Background: an optimization exercise with open tools, aiming at small area, a short achievable clock period and few clock cycles per item. Do not read the settings as production practice.
Function was checked by simulation only, so behaviour that the tests miss may differ from the original.

==> flow/design.v (excerpt) <==
module pt100_temp (
    input  wire        clk,
    input  wire        rst,
    input  wire        in_valid,
    output wire        in_ready,
    input  wire [11:0] yk,
    output wire        out_valid,
    output wire [27:0] temp,
    output wire [27:0] temp_filt,
    output wire        alarm
    );
localparam [26:0] C1 = 27'd40662109;     
localparam [26:0] HT = 27'd2457600;
localparam S_IDLE = 2'd0, S_D2 = 2'd1, S_D3 = 2'd2;
reg        rst_r;     
reg [1:0]  state;
reg [3:0]  fpc;       
reg        frun;
reg [11:0] ybuf;      
reg        yv;
reg [27:0] P;         
reg [26:0] D;         
reg [27:0] Q;         
reg [5:0]  cnt;       
reg        dsign;     
reg        rdy;       
assign in_ready = rdy;
wire accept = in_valid & rdy;
reg  [15:0] KM;       
integer j;
always @* begin
    for (j = 0; j < 16; j = j + 1)
        KM[j] = (cnt >= 6'd16 - j);
end
wire [26:0] de1 = {D[26:15], D[14:0] & KM[15:1]};
wire [26:0] de2 = {D[26:15], D[14:0] & KM[14:0]};
reg nb1, nb2;
always @* begin
    nb1 = 1'b0; nb2 = 1'b0;
    if (state == S_D2) begin
        case (cnt)
        6'd31, 6'd33: nb1 = 1'b1;
        default: nb1 = 1'b0;
        endcase
        nb2 = (cnt == 6'd35);            
    end else if (state == S_D3) begin
        case (cnt)
        6'd21, 6'd23: nb1 = 1'b1;
        default: nb1 = 1'b0;
        endcase
        nb2 = (cnt == 6'd19);            
    end
end
wire [28:0] X = {P, nb1};
wire [27:0] s1;
wire        q1;
pt_add28 u_s1 (.a(P), .b(~{1'b0, de1}), .ci(1'b1), .s(s1), .co(q1));
wire [28:0] sA;
wire        qa;
pt_add29 u_sa (.a(X), .b(~{2'b0, de2}), .ci(1'b1), .s(sA), .co(qa));
wire [29:0] bx = {1'b0, X};
wire [29:0] by = ~{2'b0, de1, 1'b0};
wire [29:0] bz = ~{3'b0, de2};
wire [29:0] bs = bx ^ by ^ bz;
wire [29:0] bc = (bx & by) | (bx & bz) | (by & bz);
wire [29:0] sB;
wire        cB;
pt_add30 u_sb (.a(bs), .b({bc[28:0], 1'b1}), .ci(1'b1), .s(sB), .co(cB));
wire        q2  = q1 ? ~sB[29] : qa;
wire [26:0] r2  = q1 ? (q2 ? sB[26:0] : {s1[25:0], nb1})
                     : (q2 ? sA[26:0] : X[26:0]);
wire [27:0] pn  = {r2, nb2};
  ...
export LEC_CHECK = 0
export ABC_AREA = 1
export CAP_MARGIN = 60
export CORE_MARGIN = 2
export CORE_UTILIZATION = 60
export CTS_BUF_LIST = sky130_fd_sc_hd__clkbuf_8
export PLACE_DENSITY = 0.75
export SLEW_MARGIN = 60
create_clock -name core_clock -period 24.0 [get_ports {clk}]
standard.sh (not shown) runs the stock make flow with config.mk's settings and CLKGATE_MAP_FILE= SYNTH_SCRIPT=/design/flow/synth_recipe.tcl, a recipe that flattens the netlist after the stock synthesis.
==> flow/flow/run.sh <==
#!/bin/bash
# The standard layout (standard.sh), with the input and output port
# buffers made of sky130_fd_sc_hd__buf_2 instead of the default cell, and
# timing repair asked to leave 17.8 ns of setup slack (a 6.2 ns target) on
# the design's own 24 ns clock and constraints.
set -euo pipefail
export BUFFER_PORTS_ARGS="-buffer_cell sky130_fd_sc_hd__buf_2"
export SETUP_SLACK_MARGIN=17.8
bash standard.sh > standard_flow.log 2>&1
Testbench counts at the start, summed over its fixed seeds: cycles 18,901, samples 960.
Then changed:
==> flow/flow/run.sh (replaced) <==
#!/bin/bash
# The standard layout (standard.sh), with the input and output port
# buffers made of sky130_fd_sc_hd__buf_2 instead of the default cell, and
# timing repair asked to leave 18.1 ns of setup slack (a 5.9 ns target) on
# the design's own 24 ns clock and constraints.
set -euo pipefail
export BUFFER_PORTS_ARGS="-buffer_cell sky130_fd_sc_hd__buf_2"
export SETUP_SLACK_MARGIN=18.1
bash standard.sh > standard_flow.log 2>&1
Settings changed: CORE_UTILIZATION 60 to 66, CTS_BUF_LIST sky130_fd_sc_hd__clkbuf_8 to unset, PLACE_DENSITY 0.75 to 0.8.
Outcome:
- The changed run completed without violations
- clock skew decreases by 0.017 ns
- die area decreases by 8.9%
- cell area increases by 1.9%

Setup of P:
pt100_temp, a different RTL version from the one above (not shown whole).
For scale: ~4000 cells after synthesis, ~420 flip-flops, about 74 I/O pins, ~0.031 mm2 of cells after synthesis.
// pt100_temp
module pt100_temp (
    input  wire        clk,
    input  wire        rst,
    input  wire        in_valid,
    output wire        in_ready,
    input  wire [11:0] yk,
    output wire        out_valid,
    output wire [27:0] temp,
    output wire [27:0] temp_filt,
    output wire        alarm
    );
export LEC_CHECK = 0
export ABC_AREA = 1
export CAP_MARGIN = 60
export CORE_MARGIN = 2
export CORE_UTILIZATION = 60
export PLACE_DENSITY = 0.75
export SLEW_MARGIN = 60
create_clock -name core_clock -period 24.0 [get_ports {clk}]
==> flow/flow/run.sh <==
#!/bin/bash
# The standard layout (standard.sh), with the input and output port
# buffers made of sky130_fd_sc_hd__buf_2 instead of the default cell, and
# timing repair asked to leave 17.8 ns of setup slack (a 6.2 ns target) on
# the design's own 24 ns clock and constraints.
set -euo pipefail
export BUFFER_PORTS_ARGS="-buffer_cell sky130_fd_sc_hd__buf_2"
export SETUP_SLACK_MARGIN=17.8
bash standard.sh > standard_flow.log 2>&1
Testbench counts of P, summed over its fixed seeds: cycles 20,678, samples 960.
Input changes introduced in Q (baseline for comparison: P):
==> flow/flow/run.sh <==
#!/bin/bash
# The standard layout (standard.sh), with the input and output port
# buffers made of sky130_fd_sc_hd__buf_2 instead of the default cell.
set -euo pipefail
export BUFFER_PORTS_ARGS="-buffer_cell sky130_fd_sc_hd__buf_2"
bash standard.sh > standard_flow.log 2>&1
[summary]
No run among Q and P stopped early or left any final violation; all are clean. ~same detailed-route wire length on metal 1 in Q and P. On sequential share of cell area, P tracks Q almost exactly. Between Q and P, depth of the worst register-to-register path is lower for P, Q comes in above that. Cell area reported after detailed placement: Q vs P — no meaningful difference. Between Q and P, the die area figures differ only marginally.

-- static timing again, ports no longer ideal --
No port has a modelled driver above. Below, the same layouts with a new extraction and two added sets of constraints.
Step 1 (the two cells are an assumption about what drives the block):
set clk [get_ports {clk}]
set_driving_cell -lib_cell sky130_fd_sc_hd__clkbuf_16 $clk
set_driving_cell -lib_cell sky130_fd_sc_hd__buf_2 [delete_from_list [all_inputs] $clk]
Step 2 also shifts input and output timing later by t, the mid clock arrival at the registers, as if the neighbouring blocks saw the same clock.
a / b / c = ideal ports / drivers / drivers and shift; a / b = the first two.
run | t, ns | setup slack, ns | worst setup path after step 2 | clock arrival spread, ns | worst register clock-pin slew, ns
the first run of note 1 | 0.728 | 17.802 / 17.744 / 18.193 | register to register | 0.043 / 0.043 | 0.07 / 0.07
the second run of note 1 | 0.661 | 17.829 / 17.766 / 18.291 | input to register | 0.028 / 0.028 | 0.07 / 0.07
P | 0.657 | 17.843 / 17.783 / 18.162 | register to register | 0.023 / 0.023 | 0.07 / 0.07
Q | 0.662 | 17.385 / 17.385 / 17.385 | register to register | 0.022 / 0.022 | 0.07 / 0.07
After both steps setup and hold are still met in every run listed.
